From an optimization exercise on the open Yosys and OpenROAD flow, aimed at small area, a short achievable clock period and few clock cycles; shortcuts taken in it are not production practice. The RTL was checked by simulation tests, not by an equivalence proof against the original design. Power and IR drop assume default switching activity.

--- flow/run.sh ---
#!/bin/bash
# synth_recipe.tcl (not shown) runs the flow's synth.tcl, then flattens the netlist and writes it again
# the make line also repeats each setting of config.mk as NAME=value (left out here)
make -C /OpenROAD-flow-scripts/flow DESIGN_CONFIG=/design/flow/config.mk WORK_HOME=/design/flow/orfs CLKGATE_MAP_FILE= SYNTH_SCRIPT=/design/flow/synth_recipe.tcl finish
--- flow/config.mk ---
export PLATFORM = sky130hd
export DESIGN_NAME = JAM
export DESIGN_NICKNAME = JAM
export VERILOG_FILES = /design/flow/design.v
export SDC_FILE = /design/flow/constraint.sdc
export NUM_CORES = 4
export LEC_CHECK = 0
export CAP_MARGIN = 20
export CORE_MARGIN = 2
export CORE_UTILIZATION = 40
export CTS_CLUSTER_DIAMETER = 80
export CTS_CLUSTER_SIZE = 20
export SETUP_SLACK_MARGIN = 4.05
export SLEW_MARGIN = 20
--- flow/constraint.sdc ---
create_clock -name core_clock -period 7.0 [get_ports {CLK}]
set_input_delay 1.4000 -clock core_clock [delete_from_list [all_inputs] [get_ports {CLK}]]
set_output_delay 1.4000 -clock core_clock [all_outputs]
set_load 0.01 [all_outputs]
--- flow/design.v ---
module JAM (
    input CLK,
    input RST,
    output [3:0] MatchCount,
    output [9:0] MinCost,
    output       Valid,
    output [2:0] W,
    output [2:0] J,
    input  [6:0] Cost
);
localparam ST_SCAN = 2'd0;
localparam ST_Z    = 2'd1;
localparam ST_FIN  = 2'd2;
localparam ST_DONE = 2'd3;
integer k;
reg [1:0] st;
reg [6:0] cnt;
reg [2:0] rc;           
reg [2:0] jr;           
reg [2:0] wr;           
reg [2:0] r;            
reg       first;        
reg       pend;         
reg       pe;           
reg [6:0] dsum;         
reg [6:0] delta;        
reg [8:0] kofs;         
reg [9:0] xh;           
reg [6:0] cost_r;
reg [7:0] dmin;
reg [2:0] j1p, j0p, p1;    
reg [2:0] wp;           
reg [2:0] wro, wpo;     
reg       m1;
reg       aact;
reg [2:0] ar;            
reg [2:0] ac;
reg [9:0] mincost;
reg       valid;
reg [6:0] xz;           
reg [2:0] lp;           
reg [6:0] dmore;        
reg [7:0] zr;
reg [2:0] tpos;         
reg       dst;          
reg       pendc;        
reg       ph1;          
reg [2:0] lvl;
reg [3:0] ds;
reg [7:0] dused;
reg [20:0] dch;
reg [3:0] dcnt;
reg [55:0] cNV;    
reg [63:0] cM;     
reg [23:0] cW;     
reg [7:0]  cU;     
reg [23:0] cP;     
reg [7:0]  cMt;    
reg [55:0] rU;     
reg [7:0]  rV;     
reg [3:0]  win;    
assign MatchCount = dcnt;
assign MinCost    = mincost;
assign Valid      = valid;
assign W          = wr;
assign J          = jr;
wire scan = (st == ST_SCAN);
wire zp   = (st == ST_Z);
wire hold1 = scan && (cnt == 7'd1) && aact && !adone;
wire s_proc = scan && (cnt >= 7'd2 && cnt <= 7'd9);
wire fclr = first && scan && (cnt >= 7'd1 && cnt <= 7'd8);   
wire z_proc = zp && (cnt >= 7'd2 && cnt <= 7'd65);
wire force0 = ph1 && !pend;
wire dwin = (win != 4'd0) && !pend;
wire [6:0] dsel = (dwin && cU[1]) ? delta : 7'd0;
wire [6:0] nv_e = force0 ? 7'd0 : (cNV[13:7] + dsel);
wire [6:0] u_e  = force0 ? 7'd0 : (rU[13:7]  + ((dwin && rV[1]) ? delta : 7'd0));
wire [9:0] xa = force0 ? 10'd0 : {3'b000, cNV[13:7]};
wire [9:0] xb = force0 ? 10'd0 : {3'b000, dsel};
wire [9:0] xc = {kofs[8], kofs};
wire [9:0] xh_e = (xa ^ xb ^ xc) + {((xa[8:0] & xb[8:0]) | (xa[8:0] & xc[8:0]) | (xb[8:0] & xc[8:0])), 1'b0};
wire [9:0] cand = {3'b000, cost_r} + xh;
wire usedh = cU[0];
wire isj0  = !first && (j0p == 3'd0);
wire elig  = !usedh && !isj0;
wire [7:0] mold = cM[7:0];
wire [7:0] din  = dmin;
function sgn3;
    input [6:0] a;
    input [9:0] b;
    input [7:0] x;
    input       ci;
    reg [10:0] p, q, y, sm, cy;
    begin
        p = {4'b0000, a};
        q = {b[9], b};
        y = ~{3'b000, x};
        sm = p ^ q ^ y;
        cy = {((p[9:0] & q[9:0]) | (p[9:0] & y[9:0]) | (q[9:0] & y[9:0])), ci};
        sgn3 = (sm + cy) >> 10;
    end
endfunction
wire c1 = sgn3(cost_r, xh, mold, 1'b1);
wire tie = !cMt[0] && m1;
wire c2 = sgn3(cost_r, xh, din, !tie);
wire c3 = tie ? (mold <= din) : (mold < din);
wire better = elig && c1;
wire [7:0] mnew = better ? cand[7:0] : mold;
wire take = elig && (c2 || c3);
wire [7:0] dmin_n = take ? mnew : din;
wire [2:0] p1_n = take ? cP[2:0] : p1;
wire       m1_n = take ? cMt[0] : m1;
wire [2:0] r1 = r + 3'd1;
wire pcommit = !(s_proc && (cnt == 7'd9) && take);
wire [2:0] rn = (r == 3'd7) ? (rc + 3'd3) : r1;
wire [2:0] wnx_t = cMt[0] ? cP[2:0] : rn;
wire [2:0] wnx_f = m1 ? p1 : rn;
wire [2:0] wnx = take ? wnx_t : wnx_f;
wire [2:0] wpx_t = wnx_t - rc - 3'd1;
wire [2:0] wpx_f = wnx_f - rc - 3'd1;
wire [2:0] wpx = take ? wpx_t : wpx_f;
wire [6:0] zc = cnt - 7'd2;
wire [6:0] zn = cnt - 7'd1;
wire [7:0] zs = {1'b0, cost_r} + {1'b0, xz};
wire zbit = (zs == {1'b0, rU[6:0]});
wire [2:0] zcol = rc + zc[5:3];
reg  [7:0] mz;
reg  [6:0] nv_z;
wire [2:0] zsel = zn[5:3] + 3'd1;
always @(*) begin
    mz = cM[7:0];
    for (k = 0; k < 8; k = k + 1)
        if (zcol == k) mz[k] = zbit;
    nv_z = 7'd0;
    for (k = 0; k < 8; k = k + 1)
        if (zsel == k) nv_z = cNV[7*k +: 7];
end
wire [7:0] cM_h = z_proc ? mz : s_proc ? mnew : pM[7:0];
wire [2:0] cW_h = (s_proc && better) ? wro : cW[2:0];
wire       cU_h = z_proc ? 1'b0 : s_proc ? (usedh | isj0) : cU[0];
wire       rV_h = s_proc ? (rV[0] | (wpo == 3'd0)) : rV[0];
wire [2:0] apos = ac;
wire [2:0] rm1  = r - 3'd1;
reg  [2:0] arw;
reg  [2:0] aenc;
always @(*) begin
    arw = 3'd0;
    for (k = 0; k < 8; k = k + 1)
        if (apos == k) arw = cW[3*k +: 3];
    aenc = 3'd0;
    for (k = 0; k < 8; k = k + 1)
        if (cMt[k] && (cP[3*k +: 3] == arw)) aenc = k;
end
wire adone = (arw == ar);
wire [2:0] awp = apos - 3'd1;    
wire [2:0] usel = wp;
reg [6:0] u_w;
reg       v_w;
reg       rV_w;
always @(*) begin
    u_w = 7'd0;
    v_w = 1'b0;
    rV_w = 1'b0;
    for (k = 0; k < 8; k = k + 1)
        if (usel == k) begin
            u_w = rU[7*k +: 7];
            rV_w = rV[k];
        end
end
wire [2:0] lpd = dgo ? (lp + 3'd1) : lp;
wire [2:0] lpb = tpos;
wire [2:0] tp_l = lvl - rc - 3'd1;
wire [2:0] tp_1 = dtl - rc - 3'd1;
wire [2:0] tp_2 = dtl2 - rc - 3'd1;
reg [7:0] gd, gb;
always @(*) begin
    gd = 8'd0;
    gb = 8'd0;
    for (k = 0; k < 8; k = k + 1) begin
        if (lpd == k) gd = cM[8*k +: 8];
        if (lpb == k) gb = cM[8*k +: 8];
    end
end
wire [7:0] zrow = zr;
reg  [7:0] gtm;
always @(*) begin
    for (k = 0; k < 8; k = k + 1)
        gtm[k] = ds[3] || (k > ds[2:0]);
end
wire [7:0] dc = zrow & ~dused & gtm;
reg  [2:0] dj;
always @(*) begin
    dj = 3'd0;
    for (k = 7; k >= 0; k = k - 1)
        if (dc[k]) dj = k;
end
wire dgo = (st == ST_FIN) && dst;
wire dhave = (dc != 8'd0);
wire ddesc = dhave && (lvl != 3'd7);
wire dtwo  = dhave && !one8(dc);
reg  [6:0] dlt, dlt2;
reg  [2:0] dtl, dtl2;
reg        dany;
reg  [2:0] dback;
reg  [7:0] dkeep;
always @(*) begin
    for (k = 0; k < 7; k = k + 1)
        dlt[k] = dmore[k] && (k < lvl);
    dany = (dlt != 7'd0);
    dtl = 3'd0;
    for (k = 0; k < 7; k = k + 1)
        if (dlt[k]) dtl = k;
    dlt2 = 7'd0;
    for (k = 0; k < 7; k = k + 1)
        dlt2[k] = dmore[k] && (k < dtl);
    dtl2 = 3'd0;
    for (k = 0; k < 7; k = k + 1)
        if (dlt2[k]) dtl2 = k;
    dback = 3'd0;
    dkeep = 8'd0;
    for (k = 0; k < 7; k = k + 1) begin
        if (dtl == k) dback = dch[3*k +: 3];
        if (k < dtl) dkeep = dkeep | (8'd1 << dch[3*k +: 3]);
    end
end
reg [7:0] rf;
reg [7:0] ctk;
reg [63:0] pM;
function one8;    
    input [7:0] x;
    reg [3:0] o1, t1;
    reg [1:0] o2, t2;
    begin
        o1 = x[7:4] | x[3:0];
        t1 = x[7:4] & x[3:0];
        o2 = o1[3:2] | o1[1:0];
        t2 = (o1[3:2] & o1[1:0]) | t1[3:2] | t1[1:0];
        one8 = (o2[1] ^ o2[0]) && !(o2[1] & o2[0]) && (t2 == 2'b00)
            || ((o2[1] ^ o2[0]) && (t2 == 2'b00));
    end
endfunction
always @(*) begin
    for (k = 0; k < 8; k = k + 1)
        rf[k] = one8(cM[8*k +: 8]);
    for (k = 0; k < 8; k = k + 1)
        ctk[k] = (st == ST_FIN) && ({cM[56+k], cM[48+k], cM[40+k], cM[32+k], cM[24+k], cM[16+k], cM[8+k], cM[k]} & rf) != 8'd0;
    for (k = 0; k < 64; k = k + 1)
        pM[k] = cM[k] && (rf[k / 8] || !ctk[k % 8]);
end
wire allf = (rf == 8'hFF);
always @(posedge CLK) begin
    cost_r <= Cost;
    xh <= xh_e;
    cNV <= {cNV[6:0], cNV[55:14], nv_e};
    cM  <= {cM_h, pM[63:16], (fclr ? 8'hFF : pM[15:8])};
    cW  <= {cW_h, cW[23:3]};
    cU  <= {cU_h, cU[7:2], (cU[1] & !fclr)};
    cP  <= {cP[2:0], cP[23:3]};
    if (aact) begin
        for (k = 0; k < 8; k = k + 1)
            if (awp == k) cP[3*k +: 3] <= arw;
    end
    rU <= {rU[6:0], rU[55:14], u_e};
    rV <= {rV_h, rV[7:2], (rV[1] & !fclr)};
    if (scan && cnt == 7'd1)
        dmin <= 8'hFF;
    if (s_proc) begin
        dmin <= dmin_n;
        p1 <= p1_n;
        m1 <= m1_n;
    end
    if (s_proc && take)
        j1p <= 3'd7;
    else
        j1p <= j1p - 3'd1;
    if (pend)
        j0p <= j1p - 3'd1;
    else
        j0p <= j0p - 3'd1;
    if (pend)
        delta <= dmin[6:0] - dsum;
    if (aact) begin
        ac <= aenc - 3'd1;
    end else begin
        ac <= j1p - 3'd1;    
        ar <= r;
    end
    xz <= (zn[5:3] == 3'd0) ? nv_e : nv_z;
    wro <= wr;
    wpo <= wp - 3'd1;
    if (dgo) begin
        if (ddesc) begin
            for (k = 0; k < 7; k = k + 1)
                if (lvl == k) dch[3*k +: 3] <= dj;
        end
    end
    zr <= (!dgo || ddesc) ? gd : gb;
    tpos <= (!dgo || ddesc) ? ((dtwo && dgo) ? tp_l : tp_1) : tp_2;
end
always @(posedge CLK or posedge RST) begin
    if (RST) begin
        st <= ST_SCAN;
        cnt <= 7'd0;
        rc <= 3'd0;
        jr <= 3'd2;
        wr <= 3'd0;
        wp <= 3'd0;
        r <= 3'd0;
        first <= 1'b1;
        pend <= 1'b0;
        win <= 4'd0;
        pe <= 1'b0;
        dsum <= 7'd0;
        kofs <= 9'd0;
        mincost <= 10'd0;
        valid <= 1'b0;
        aact <= 1'b0;
        cMt <= 8'd0;
        dmore <= 7'd0;
        lvl <= 3'd0;
        lp <= 3'd0;
        ds <= 4'hF;
        dused <= 8'd0;
        dcnt <= 4'd0;
        dst <= 1'b0;
        pendc <= 1'b0;
        ph1 <= 1'b1;
    end else begin
        rc <= rc + 3'd1;
        wp <= wp - 3'd1;
        jr <= jr + 3'd1;
        lp <= lp - 3'd1;
        pend <= 1'b0;
        cMt <= {cMt[0], cMt[7:1]};
        win <= pend ? 4'd8 : (dwin ? win - 4'd1 : 4'd0);
        if (aact) begin
            for (k = 0; k < 8; k = k + 1)
                if (awp == k) cMt[k] <= 1'b1;
            if (adone)
                aact <= 1'b0;
        end
        pendc <= pend && pcommit;
        if (pend)
            ph1 <= 1'b0;
        if (pend) begin
            if (pe) begin
                if (pcommit && r != 3'd7)
                    aact <= 1'b1;
                if (r == 3'd7)
                    wr <= rc + 3'd3;
                kofs <= 9'd0;
                first <= 1'b1;
            end else begin
                kofs <= {2'b00, dmin[6:0]} - {2'b00, u_w};
                first <= 1'b0;
            end
        end
        if (pendc) begin
            if (pe) begin
                if (r == 3'd7) begin
                    st <= ST_Z;
                    wr <= rc + 3'd3;
                end
                r <= r1;
                mincost <= mincost + dmin[6:0];
                dsum <= 7'd0;
            end else begin
                dsum <= dmin[6:0];
            end
        end
        case (st)
            ST_SCAN: begin
                if (cnt == 7'd8 || (cnt == 7'd9 && take)) begin
                    pend <= 1'b1;
                    pe <= !m1_n;
                    cnt <= (cnt == 7'd8) ? 7'd9 : 7'd0;
                    wr <= wnx;
                    wp <= wpx;
                end else if (cnt == 7'd9) begin
                    cnt <= 7'd1;
                end else if (!hold1) begin
                    cnt <= cnt + 7'd1;
                end
            end
            ST_Z: begin
                wr <= rc + 3'd3;
                if (cnt[2:0] == 3'd7)
                    jr <= jr + 3'd2;
                if (cnt == 7'd65)
                    st <= ST_FIN;
                cnt <= cnt + 7'd1;
            end
            default: ;
        endcase
        if (st == ST_FIN)
            dst <= 1'b1;
        if (st == ST_FIN && allf) begin
            dcnt <= 4'd1;
            valid <= 1'b1;
            st <= ST_DONE;
        end else if (dgo) begin
            if (ddesc) begin
                dused <= dused | (8'd1 << dj);
                lvl <= lvl + 3'd1;
                lp <= lp;
                ds <= 4'hF;
                for (k = 0; k < 7; k = k + 1)
                    if (lvl == k) dmore[k] <= dtwo;
            end else begin
                if (lvl == 3'd7 && dhave)
                    dcnt <= dcnt + 4'd1;
                if (!dany) begin
                    valid <= 1'b1;
                    st <= ST_DONE;
                end
                dused <= dkeep;
                lvl <= dtl;
                lp <= dtl - rc - 3'd1;
                ds <= {1'b0, dback};
            end
        end
    end
end
endmodule
==> metrics.md, run 1 <==
| Metric | Value |
|---|---|
| Die H | `roughly 240 µm` |
| Crit. path cell count | `12` |
| Peak supply drop | `roughly 330 µV` |
| Fmax | `321 MHz` |
| Post-DRT Antenna Nets | `0` |
| Most common cell on crit path | `o21a_1` |
| Storage cell area | `9620 µm²` |
| CTS Buffer Depth | `3` |
| Status | `finished clean` |
| WP data required | `roughly 7400 ps` |
| Via Count | `17800` |
| Top post-synthesis cells by area | `dfxtp_1, dfrtp_1, ha_1` |
| Syn Inst Count | `between 2000 and 2500` |
| Final std cells w/o fill | `approximately 3100` |
| Total track usage | `22.0%` |
| DRT Pass-1 Iters | `6` |
| Rel. slew slack | `25.8%` |
| Crit-path cells | `fa_1 -> inv_1 -> ha_1 -> o21a_1 -> o21a_1 -> o211ai_1 -> o211a_1 -> o31ai_4 -> buf_4 -> or2_4 -> a311oi_2 -> a21oi_1` |
| Worst Tran Pin Value | `1110 ps` |
| Cell Area, Synth | `between 20000 and 25000 µm²` |
| Hold path startpoint | `cU[6]` |
| GRT Residual Overflow | `0` |
| Initial DRC count | `1515` |
| Critical Path AT | `3550 ps` |
| Core area | `approximately 55000 µm²` |
| Worst reg2reg path startpoint | `cM[6]` |
| Die X | `between 200 and 250 µm` |
| Fin crit period | `between 3000 and 4000 ps` |
| Max Cap Viol | `0` |
| CP Class | `register to register` |
| Largest net degree at the start of global routing | `56` |
| Final nets | `~2600` |
| CTS H-Tree Depth | `1` |
| Async set-reset flop share out of synthesis | `approximately 23%` |
| Leakage | `about 11 nW` |
| Detailed Route WL | `approximately 63 mm` |
| Clk latency of the worst-skew pair | `about 600 ps` |
| Worst-path maximum fanout | `11` |
| Fillers | `just over 5000` |
| Hold_buf cts | `0` |
| Largest delay share family, worst path | `compound AO/OA/AOI/OAI gates` |
| Setup WS post-layout | `a little under 4000 ps` |
| Fin. Hold Viols | `0` |
| Worst setup SP type | `register` |
| P per Cell Area | `a little under 500 nW/µm²` |
| Register area share after synthesis | `between 40% and 50%` |
| Synth warnings | `1` |
| Worst path max stage delay | `between 500 and 600 ps` |
| Crit. Startpoint | `cM[6]` |
| Syn Nets | `2474` |
| Hold slack | `333 ps` |
| RSZ-0062 raised after global routing | `yes` |
| Critical path endpoint category | `register` |
| Setup Slack @ Placement | `between 3000 and 4000 ps` |
| Final Skew | `between 20 and 25 ps` |
| DP Cell Count | `2970` |
| Min-delay worst type | `register to register` |
| Worst hold stages | `0` |
| Ratio of cells with drive above 1 in the final layout | `~18%` |
| Inserted Diodes | `0` |
| Root buf cell | `clkbuf_16` |
| Top FF cell, synth | `dfxtp_1` |
| #FFs+latches synth | `431` |
| Multi-input gate area | `between 10000 and 15000 µm²` |
| Num CTS Buffers | `28` |
| Clk sinks | `between 400 and 500` |
| Initial antenna violation count | `0` |
| Setup TNS Final | `0 ps` |
| CP Buf/Inv Count | `2` |
| Fin crit share | `between 40 and 50%` |
| Mean number of vias per cell | `5.68` |
| Row count | `86` |
| Synth top area share | `between 20% and 30%` |
| CP max-delay cell | `dfxtp_2` |
| DP Wirelength | `43.7 mm` |
| I/O pins | `30` |
| Yosys cell types | `between 80 and 90` |
| Vias in the first global route | `between 15000 and 20000` |
| WL per Instance | `roughly 20 µm` |
| Residual DRC | `0` |
| Initial Utilization | `40.4%` |
| EDFF count, synth | `43` |
| Reg2reg path depth | `12` |
| Final setup vio count | `0` |
| Total die area | `between 50000 and 60000 µm²` |
| TritonCTS clock tree | `done` |
| Gpl congestion | `between 0.9 and 1` |
| Max-slew violation count | `0` |
| Syn avg cell area | `9.57 µm²` |
| First-pass GRT wire length | `99.7 mm` |
| Area grow syn2layout | `17.4%` |
| # port buffers | `29` |
| Largest area contributor in the netlist | `dfxtp_1` |
| Clock slew at reported path FFs | `80 ps` |
| Reg-to-reg slack, setup | `~3900 ps` |
==> per-stage QoR <==
step	power (mW)	cell area (µm²)	utilization, %
floorplan	8.10	22200	-
global placement	9.53	23100	42.2
detailed placement	9.67	23200	42.2
CTS	12.1	25200	45.9
global route	13.7	26000	47.4
finish	12.8	26000	47.4
==> cells in the final DEF, fill, tap and decap left out, types with 12 or more instances in the layout <==
| master | n |
|---|---|
| mux2i_1 | 39 |
| clkbuf_16 | 28 |
| buf_4 | 121 |
| a21oi_2 | 16 |
| o21ai_1 | 13 |
| o21a_1 | 15 |
| inv_1 | 133 |
| nand4_1 | 13 |
| nor2_1 | 125 |
| and2_1 | 18 |
| dlygate4sd2_1 | 21 |
| mux4_2 | 15 |
| and3_1 | 28 |
| inv_2 | 14 |
| a31oi_1 | 12 |
| a22oi_1 | 58 |
| a21boi_0 | 46 |
| xnor2_1 | 68 |
| dfxtp_1 | 265 |
| dfrtp_1 | 83 |
| or3_1 | 12 |
| nand3_1 | 33 |
| o21bai_1 | 12 |
| nor2b_1 | 26 |
| mux2_2 | 29 |
| edfxtp_1 | 43 |
| a21o_1 | 33 |
| xor2_1 | 42 |
| fa_1 | 33 |
| ha_1 | 105 |
| a311oi_1 | 12 |
| o211ai_1 | 14 |
| nand2_1 | 245 |
| nand2b_1 | 24 |
| nor3_1 | 49 |
| o22ai_1 | 37 |
| dfxtp_2 | 17 |
| nor4_2 | 14 |
| a21oi_1 | 110 |
| o21ai_0 | 110 |
==> logic make-up after synthesis <==
kind of cell	Yosys count	synth area share, %
flip-flops	431	43.2
adder cells (fa/ha/maj)	151	9.71
multiplexers	96	5.40
AND/OR/NAND/NOR	675	15.1
AO/OA/AOI/OAI	589	17.4
XOR/XNOR	123	4.86
buffers and inverters	250	4.35
==> report_power, final <==
| part | total (mW) | internal (mW) | switching, mW |
|---|---|---|---|
| logic | 6.29 | 2.95 | 3.35 |
| clock network | 1.78 | 0.873 | 0.908 |
| registers | 4.70 | 3.52 | 1.18 |
==> Yosys cell counts (16+ instances only) <==
cell and count:
dfxtp_1 290, nand2_1 248, inv_1 151, nor2_1 136, a21oi_1 128, o21ai_0 128
ha_1 115, dfrtp_1 91, clkbuf_1 80, xnor2_1 76, a22oi_1 62, nor3_1 56
xor2_1 47, a21boi_0 46, mux2i_1 46, edfxtp_1 43, o22ai_1 37, nand3_1 36
fa_1 35, a21o_1 33, mux2_2 33, and3_1 30, nand2b_1 27, nor2b_1 27
and2_1 18, o21a_1 16
==> flip-flops by register name (all words and copies together) (netlist names), 8 cells and up <==
| name | cells |
|---|---|
| cM | 64 |
| cMt | 8 |
| cNV | 56 |
| cP | 24 |
| cU | 8 |
| cW | 24 |
| dch | 21 |
| dmin | 8 |
| dused | 8 |
| kofs | 8 |
| mincost | 10 |
| rU | 56 |
| rV | 8 |
| xh | 10 |
| zr | 8 |
==> per-layer routing <==
| metal | GRT usage (%) | share of wire (%) |
|---|---|---|
| met1 | 31.0 | 46 |
| met2 | 35.8 | 46 |
| met3 | 2.32 | 5.3 |
| met4 | 6.12 | 2.9 |
| met5 | 0 | 0 |
==> worst paths after layout <==
check                               to
worst min-delay path             cU[5]
min in group asynchronous        rc[1]
worst min register to register   cU[5]
worst max-delay path            cM[57]
worst max register to register  cM[57]
max in group asynchronous        wp[0]
==> area by class of cell <==
cell class / instances / share of cell area (%)
clock inverters: 12 / 0.722
well taps: 704 / 3.39
repair buffers: 168 / 5.54
inverters: 152 / 2.26
multi-input cells: 1636 / 48.2
flip-flops and latches: 431 / 37.0
clock buffers: 38 / 2.84
repair inverters: 1 / 0.0289
==> what timing repair did <==
action	in CTS	in global routing
pin swaps	39	58
setup endpoints to repair	135	94
cloned	3	0
gates resized for setup	156	111
setup buffers	75	44
Testbench counts, summed over its fixed seeds: cycles 4,191.
==> inputs of run 2 (changes only) <==
--- a/flow/config.mk
+++ b/flow/config.mk
@@ -12,3 +12,3 @@
 export CTS_CLUSTER_SIZE = 20
-export SETUP_SLACK_MARGIN = 4.05
+export SETUP_SLACK_MARGIN = 4.0
 export SLEW_MARGIN = 20
==> metrics.md, run 2 <==
| Metric | Value |
|---|---|
| Peak supply drop | `285 µV (-14%)` |
| Met2 Use GR | `34.8% (-0.93 points)` |
| Row count | `86 (unchanged)` |
| Number of flip-flops in the largest register | `64 (unchanged)` |
| Top post-synthesis cells by area | `dfxtp_1, dfrtp_1, ha_1` |
| Leakage | `10.9 nW (-1.3%)` |
| #FFs+latches synth | `431 (unchanged)` |
| CP Class | `register to register` |
| Fin crit period | `3050 ps (-62.7 ps)` |
| EDFF count, synth | `43 (unchanged)` |
| Syn avg cell area | `9.57 µm² (unchanged)` |
| Fmax | `328 MHz (+2.1%)` |
| Critical Path AT | `3550 ps (about the same)` |
| Total track usage | `21.4% (-0.54 points)` |
| Final setup vio count | `0 (unchanged)` |
| WL per Instance | `19.8 µm (-1.4%)` |
| TritonCTS clock tree | `done` |
| Hold path startpoint | `cU[4]` |
| Worst-path maximum fanout | `7 (-4)` |
| Fin. Hold Viols | `0 (unchanged)` |
| Syn Nets | `2474 (unchanged)` |
| Commonest cells post-synth | `dfxtp_1, nand2_1, inv_1` |
| GRT met1 Usage | `29.7% (-1.3 points)` |
| GRT Residual Overflow | `0 (unchanged)` |
| Detailed Route WL | `61.9 mm (-2.0%)` |
| DRT Pass-1 Iters | `8 (+2)` |
| Hold_buf cts | `0 (unchanged)` |
| Rel. slew slack | `29.7% (+3.9 points)` |
| Worst reg2reg path startpoint | `dmin[4]` |
| Largest net degree at the start of global routing | `62 (+11%)` |
| Most flop-heavy register | `cM` |
| Final Skew | `26.0 ps (+4.41 ps)` |
| Reg2reg path depth | `13 (+1)` |
| Die X | `239 µm (unchanged)` |
| Synth warnings | `1 (unchanged)` |
| CTS H-Tree Depth | `1 (unchanged)` |
| Status | `finished clean` |
| WP data required | `7500 ps (+60 ps)` |
| Core area | `54900 µm² (unchanged)` |
| Mean number of vias per cell | `5.59 (-1.5%)` |
| Most frequent cell after synthesis | `dfxtp_1` |
| Synth top area share | `26.2% (unchanged)` |
| Commonest non-fill, non-tap cells in the layout | `dfxtp_1, nand2_1, inv_1` |
| Fin crit share | `43.5% (-0.90 points)` |
| Final nets | `2559 (-0.70%)` |
| DP Wirelength | `43.4 mm (-0.58%)` |
| Inserted Diodes | `0 (unchanged)` |
| Critical path endpoint category | `register` |
| Busiest grt layer | `met2` |
| Async set-reset flop share out of synthesis | `22.7% (unchanged)` |
| Largest area contributor in the netlist | `dfxtp_1` |
| Initial DRC count | `1542 (+1.8%)` |
| Max-slew violation count | `0 (unchanged)` |
| Ratio of cells with drive above 1 in the final layout | `16.4% (-1.9 points)` |
| Setup TNS Final | `0 ps (unchanged)` |
| Commonest non-fill, non-tap cell in the layout | `dfxtp_1` |
| I/O pins | `30 (unchanged)` |
| Syn Inst Count | `2315 (unchanged)` |
| P per Cell Area | `486 nW/µm² (-1.1%)` |
| # port buffers | `29 (unchanged)` |
| Yosys cell types | `85 (unchanged)` |
| Reg-to-reg slack, setup | `3950 ps (+60 ps)` |
| Biggest regs | `cM (64), cNV (56), rU (56)` |
| Initial antenna violation count | `0 (unchanged)` |
| Register area share after synthesis | `43.2% (unchanged)` |
| Gpl congestion | `0.939 (-1.2%)` |
| Cell Area, Synth | `22100 µm² (unchanged)` |
| Worst Tran Pin Value | `1050 ps (-58.5 ps)` |
| Area grow syn2layout | `15.8%` |
| Clock slew at reported path FFs | `80 ps (about the same)` |
| Min-Delay Endpoint | `cU[3]` |
| Via Count | `17500 (-2.0%)` |
| Clk sinks | `431 (unchanged)` |
| Total Power | `12.5 mW (-2.4%)` |
| CTS Buffer Depth | `3 (unchanged)` |
| Residual DRC | `0 (unchanged)` |
| Post-DRT Antenna Nets | `0 (unchanged)` |
| Critical R2R Capture | `wr[2]` |
| Num CTS Buffers | `29 (+3.6%)` |
| Die H | `239 µm (unchanged)` |
| RSZ-0062 raised after global routing | `yes` |
| Top FF cell, synth | `dfxtp_1` |
| Clk latency of the worst-skew pair | `600 ps (about the same)` |
| Worst setup SP type | `register` |
| Initial Utilization | `40.4% (unchanged)` |
| Max Cap Viol | `0 (unchanged)` |
| First-pass GRT wire length | `97.4 mm (-2.3%)` |
| Root buf cell | `clkbuf_16` |
| GR met3 Demand/Resource | `2.77% (+0.45 points)` |
| Total die area | `57300 µm² (unchanged)` |
| Vias in the first global route | `17200 (-1.6%)` |
| Min-delay worst type | `register to register` |
| Worst hold stages | `0 (unchanged)` |
run 2: how the worst max path moves through the flow:
stage	start	end	slack, ps	depth (start not counted)
floorplan	lvl[1]	tpos[2]	4000	13
global placement	dmin[1]	wr[1]	3300	11
detailed placement	dmin[1]	wr[0]	3310	11
CTS	win[1]	xh[9]	3960	17
global route	win[1]	xz[6]	3810	19
finish	dmin[4]	wr[2]	3950	13
run 2: where the power goes:
group,internal (mW),leakage (nW),switching (mW)
combinational,2.81,6.40,3.18
sequential,3.52,4.02,1.18
clock,0.865,0.449,0.905
total,7.20,10.9,5.26
run 2: repair_timing:
item,in CTS,in global routing
buffers inserted,59,40
gates cloned,2,0
setup endpoints to repair,115,86
gates resized for setup,133,87
endpoints found under the hold margin,0,0
pin swaps,38,61
run 2: final cells by class:
class | instances | area (µm²)
Timing Repair Buffer | 150 | 1340
Sequential cell | 431 | 9620
Clock inverter | 12 | 140
Inverter | 152 | 583
Multi-Input combinational cell | 1636 | 12300
Tap cell | 704 | 881
Fill cell | 5174 | 29200
Clock buffer | 39 | 805
run 2: stage by stage:
step                      hold WS, ps  setup WS, ps  cells  util [%]  cell area (µm²)
after floorplan                   310          4000   2315         -            22200
after CTS                         328          3960   3084      45.5            25000
after detailed placement          313          3310   2972      42.2            23100
after global placement            310          3300   2972      42.1            23100
after global routing              337          3810   3124      46.7            25600
final                             327          3950   3124      46.7            25600
run 2: cell families (layout without fill, tap and decap cells):
| logic type | after synthesis | after routing | synth area share [%] |
|---|---|---|---|
| xor+xnor | 123 | 123 | 4.86 |
| fa+ha+maj | 151 | 151 | 9.71 |
| simple gates | 675 | 676 | 15.1 |
| flops | 431 | 431 | 43.2 |
| compound gates | 589 | 590 | 17.4 |
| buf+inv | 250 | 353 | 4.35 |
| mux | 96 | 96 | 5.40 |
run 2: per-layer routing:
layer | up-vias | part of all wire, %
met1 | 8478 | 46
met4 | 0 | 2.8
met2 | 508 | 46
met3 | 116 | 5.1
met5 | - | 0
li1 | 8373 | -
run 2: worst max-delay path, cell delays in order, from the launching register on:
cell	delay, ps
edfxtp_1	440
fa_1	510
inv_1	50
ha_1	290
nand2_1	60
o311a_1	350
o21ai_2	140
a21oi_2	90
o31a_2	390
buf_6	150
buf_4	130
nand4_1	90
o21ai_1	80
nor3_1	170
==> inputs of run 3 (changes only) <==
--- a/flow/config.mk
+++ b/flow/config.mk
@@ -10,4 +10,4 @@
 export CORE_UTILIZATION = 40
-export CTS_CLUSTER_DIAMETER = 80
-export CTS_CLUSTER_SIZE = 20
+export CTS_CLUSTER_DIAMETER = 90
+export CTS_CLUSTER_SIZE = 22
 export SETUP_SLACK_MARGIN = 4.0
==> metrics.md, run 3 <==
| Metric | Value |
|---|---|
| Min-delay worst type | `register to register` |
| Synth warnings | `1 (unchanged)` |
| Final std cells w/o fill | `3124 (unchanged)` |
| Root buf cell | `clkbuf_16` |
| Finished Core Util | `46.7% (about the same)` |
| Post-DRT Antenna Nets | `0 (unchanged)` |
| Metal1 wirelength | `28.0 mm (-1.2%)` |
| DP Wirelength | `43.4 mm (unchanged)` |
| Hold_buf cts | `0 (unchanged)` |
| Critical path endpoint category | `register` |
| WL per Instance | `19.8 µm (about the same)` |
| Inserted Diodes | `0 (unchanged)` |
| Fillers | `5135 (-0.75%)` |
| Met2 WL | `28.7 mm (+0.47%)` |
| Mean number of vias per cell | `5.60 (+0.10%)` |
| Register area share after synthesis | `43.2% (unchanged)` |
| Fin crit share | `44.0% (+0.48 points)` |
| Clk latency of the worst-skew pair | `610 ps (about the same)` |
| Net Sw Frac | `42.5% (+0.30 points)` |
| Final nets | `2561 (+0.078%)` |
| Worst-path maximum fanout | `8 (+1)` |
| Syn avg cell area | `9.57 µm² (unchanged)` |
| Setup WS post-layout | `3920 ps (-33.3 ps)` |
| Number of flip-flops in the largest register | `64 (unchanged)` |
| Setup TNS Final | `0 ps (unchanged)` |
| Setup Slack @ Placement | `3310 ps (unchanged)` |
| Most common cell on crit path | `o21ai_2` |
| Switching pwr | `5.31 mW (+0.86%)` |
| Top post-synthesis cells by area | `dfxtp_1, dfrtp_1, ha_1` |
| Async set-reset flop share out of synthesis | `22.7% (unchanged)` |
| Top FF cell, synth | `dfxtp_1` |
| Final Skew | `39.0 ps (+13.0 ps)` |
| #FFs+latches synth | `431 (unchanged)` |
| Die H | `239 µm (unchanged)` |
| Initial Utilization | `40.4% (unchanged)` |
| Max-slew violation count | `0 (unchanged)` |
| Worst setup SP type | `register` |
| Commonest non-fill, non-tap cells in the layout | `dfxtp_1, nand2_1, inv_1` |
| Commonest non-fill, non-tap cell in the layout | `dfxtp_1` |
| Crit-path cells | `fa_1 -> inv_1 -> ha_1 -> nand2_1 -> o311a_1 -> o21ai_2 -> a21oi_4 -> o31a_4 -> buf_12 -> nand3_4 -> o21ai_2 -> a221o_1` |
| Die X | `239 µm (unchanged)` |
| Via Count | `17500 (+0.10%)` |
| Syn Nets | `2474 (unchanged)` |
| Core area | `54900 µm² (unchanged)` |
| First-pass GRT wire length | `96.8 mm (-0.68%)` |
| Largest area contributor in the netlist | `dfxtp_1` |
| Post-route cell area | `25600 µm² (about the same)` |
| Top sig layer | `met4` |
| Leakage | `10.9 nW (-0.15%)` |
| Area grow syn2layout | `15.8% (about the same)` |
| # port buffers | `29 (unchanged)` |
| Critical Path AT | `3560 ps (about the same)` |
| EDFF count, synth | `43 (unchanged)` |
| Yosys cell types | `85 (unchanged)` |
| Total track usage | `21.3% (-0.14 points)` |
| Commonest cells post-synth | `dfxtp_1, nand2_1, inv_1` |
| Hold slack | `316 ps (-10.7 ps)` |
| CP max-delay cell | `fa_1` |
| Status | `finished clean` |
| Final setup vio count | `0 (unchanged)` |
| CP Class | `register to register` |
| TritonCTS clock tree | `done` |
| Cell Int Power | `7.17 mW (-0.37%)` |
| Rel. slew slack | `30.5% (+0.73 points)` |
| Fmax | `325 MHz (-1.1%)` |
| Synth top area share | `26.2% (unchanged)` |
| Worst Tran Pin Value | `1040 ps (-11.0 ps)` |
| Reg power frac | `37.7% (about the same)` |
| Gpl congestion | `0.939 (unchanged)` |
| Row count | `86 (unchanged)` |
| Residual DRC | `0 (unchanged)` |
| Worst path max stage delay | `510 ps (about the same)` |
| RSZ-0062 raised after global routing | `yes` |
| Total Power | `12.5 mW (+0.15%)` |
| Clk sinks | `431 (unchanged)` |
| Max Cap Viol | `0 (unchanged)` |
| Cell Area, Synth | `22100 µm² (unchanged)` |
| Syn Inst Count | `2315 (unchanged)` |
| Initial DRC count | `1400 (-9.2%)` |
| Largest net degree at the start of global routing | `62 (unchanged)` |
| WP data required | `7470 ps (-30 ps)` |
| Most flop-heavy register | `cM` |
| Num CTS Buffers | `27 (-6.9%)` |
| Fin. Hold Viols | `0 (unchanged)` |
| Clock slew at reported path FFs | `90 ps (about the same)` |
| Initial antenna violation count | `0 (unchanged)` |
| I/O pins | `30 (unchanged)` |
| Met3 WL post-DR | `3.41 mm (+7.2%)` |
| Combinational Power Share | `48.9% (+0.8 points)` |
| Post-DP Area | `23100 µm² (unchanged)` |
| Peak supply drop | `324 µV (+14%)` |
| Vias in the first global route | `17100 (-0.23%)` |
| CTS Buffer Depth | `3 (unchanged)` |
| Detailed Route WL | `61.9 mm (about the same)` |
| Total die area | `57300 µm² (unchanged)` |
| Most frequent cell after synthesis | `dfxtp_1` |
| P per Cell Area | `487 nW/µm² (about the same)` |
| DP Cell Count | `2972 (unchanged)` |
| Ratio of cells with drive above 1 in the final layout | `16.9% (+0.41 points)` |
| DRT Pass-1 Iters | `5 (-3)` |
| GRT Residual Overflow | `0 (unchanged)` |
| Biggest regs | `cM (64), cNV (56), rU (56)` |
| Fin crit period | `3080 ps (+33.3 ps)` |
| CTS H-Tree Depth | `1 (unchanged)` |
| Clock network power share | `13.4% (-0.8 points)` |
==> run 3: metal layers <==
layer	up-vias	GRT usage, %
met3	111	2.64
met4	0	6.69
met5	-	0
met2	536	34.7
li1	8375	-
met1	8471	29.5
==> run 3: cell families (layout without fill, tap and decap cells) <==
logic type	after synthesis	count (layout)	share of synthesized area (%)
compound gates	589	590	17.4
xor+xnor	123	123	4.86
fa+ha+maj	151	151	9.71
buf+inv	250	353	4.35
flops	431	431	43.2
mux	96	96	5.40
simple gates	675	676	15.1
==> run 3: critical path: cells and delay by family (launching register included) <==
| family | cells | cell delay (ps) |
|---|---|---|
| AOI/OAI and AO/OA | 6 | 1370 |
| adders and majority gates | 2 | 810 |
| buffers and inverters | 2 | 200 |
| DFF | 1 | 450 |
| and+or+nand+nor | 2 | 120 |
==> run 3: area by class of cell <==
class,instances,area (µm²),share of cell area [%]
clock buffer,34,723,2.82
clock inverter,13,133,0.517
inverter,152,583,2.27
multi-input combinational,1636,12300,48.1
sequential,431,9620,37.5
tap,704,881,3.43
timing repair buffer,154,1380,5.39
==> run 3: worst paths after layout <==
kind / from / end / slack [ps] / depth (start not counted)
setup / recovery: dmin[4] / wr[0] / 3920 / 12
setup reg to reg: dmin[4] / wr[0] / 3920 / 12
max in group asynchronous: RST / wp[0] / 4520 / 4
hold / removal: cU[4] / cU[3] / 320 / 0
hold reg to reg: cU[4] / cU[3] / 320 / 0
min in group asynchronous: RST / dcnt[3] / 1430 / 3
==> run 3: power groups by stage <==
stage                     clock [mW]  combinational, mW  sequential, mW
after global placement             0               4.82            4.70
final                           1.68               6.10            4.70
after detailed placement           0               4.96            4.72
after floorplan                    0               3.96            4.12
after CTS                       1.72               5.62            4.65
after global routing            1.81               6.78            4.81
==> run 3: repair_timing <==
action                                 in CTS  in global routing
resized for setup                         127                101
setup buffers                              57                 46
endpoints found under the hold margin       0                  0
cloned                                      1                  1
pin swaps                                  34                 62
setup endpoints to repair                 115                 82

-- port drivers added, routing unchanged --
In the flow no input, the clock included, has a driving cell. The finished layouts below were timed again as built, in two steps.
Step 1 (the two cells are an assumption about what drives the block):
set clk [get_ports {CLK}]
set_driving_cell -lib_cell sky130_fd_sc_hd__clkbuf_16 $clk
set_driving_cell -lib_cell sky130_fd_sc_hd__buf_2 [delete_from_list [all_inputs] $clk]
Step 2 also shifts input and output timing later by t, the mid clock arrival at the registers, as if the neighbouring blocks saw the same clock.
Three values: ideal ports, drivers, drivers and shift; two values: the first two.
| run | t (ns) | setup slack, ns | worst setup path at the end | worst register clock-pin slew, ns | worst slew at a driven data input, ns |
|---|---|---|---|---|---|
| run 1 | 0.654 | 3.889 / 3.889 / 3.877 | input, reset recovery | 0.09 / 0.09 | 0.03 |
| run 2 | 0.645 | 3.952 / 3.952 / 3.924 | input, reset recovery | 0.09 / 0.09 | 0.03 |
| run 3 | 0.650 | 3.918 / 3.918 / 3.906 | input, reset recovery | 0.09 / 0.09 | 0.03 |
After both steps every run listed still meets setup and hold. For run 2, which loses most, drivers alone change the setup slack by 0.000 ns; drivers and shift together by -0.028 ns. The worst setup slack also covers recovery checks on asynchronous resets.
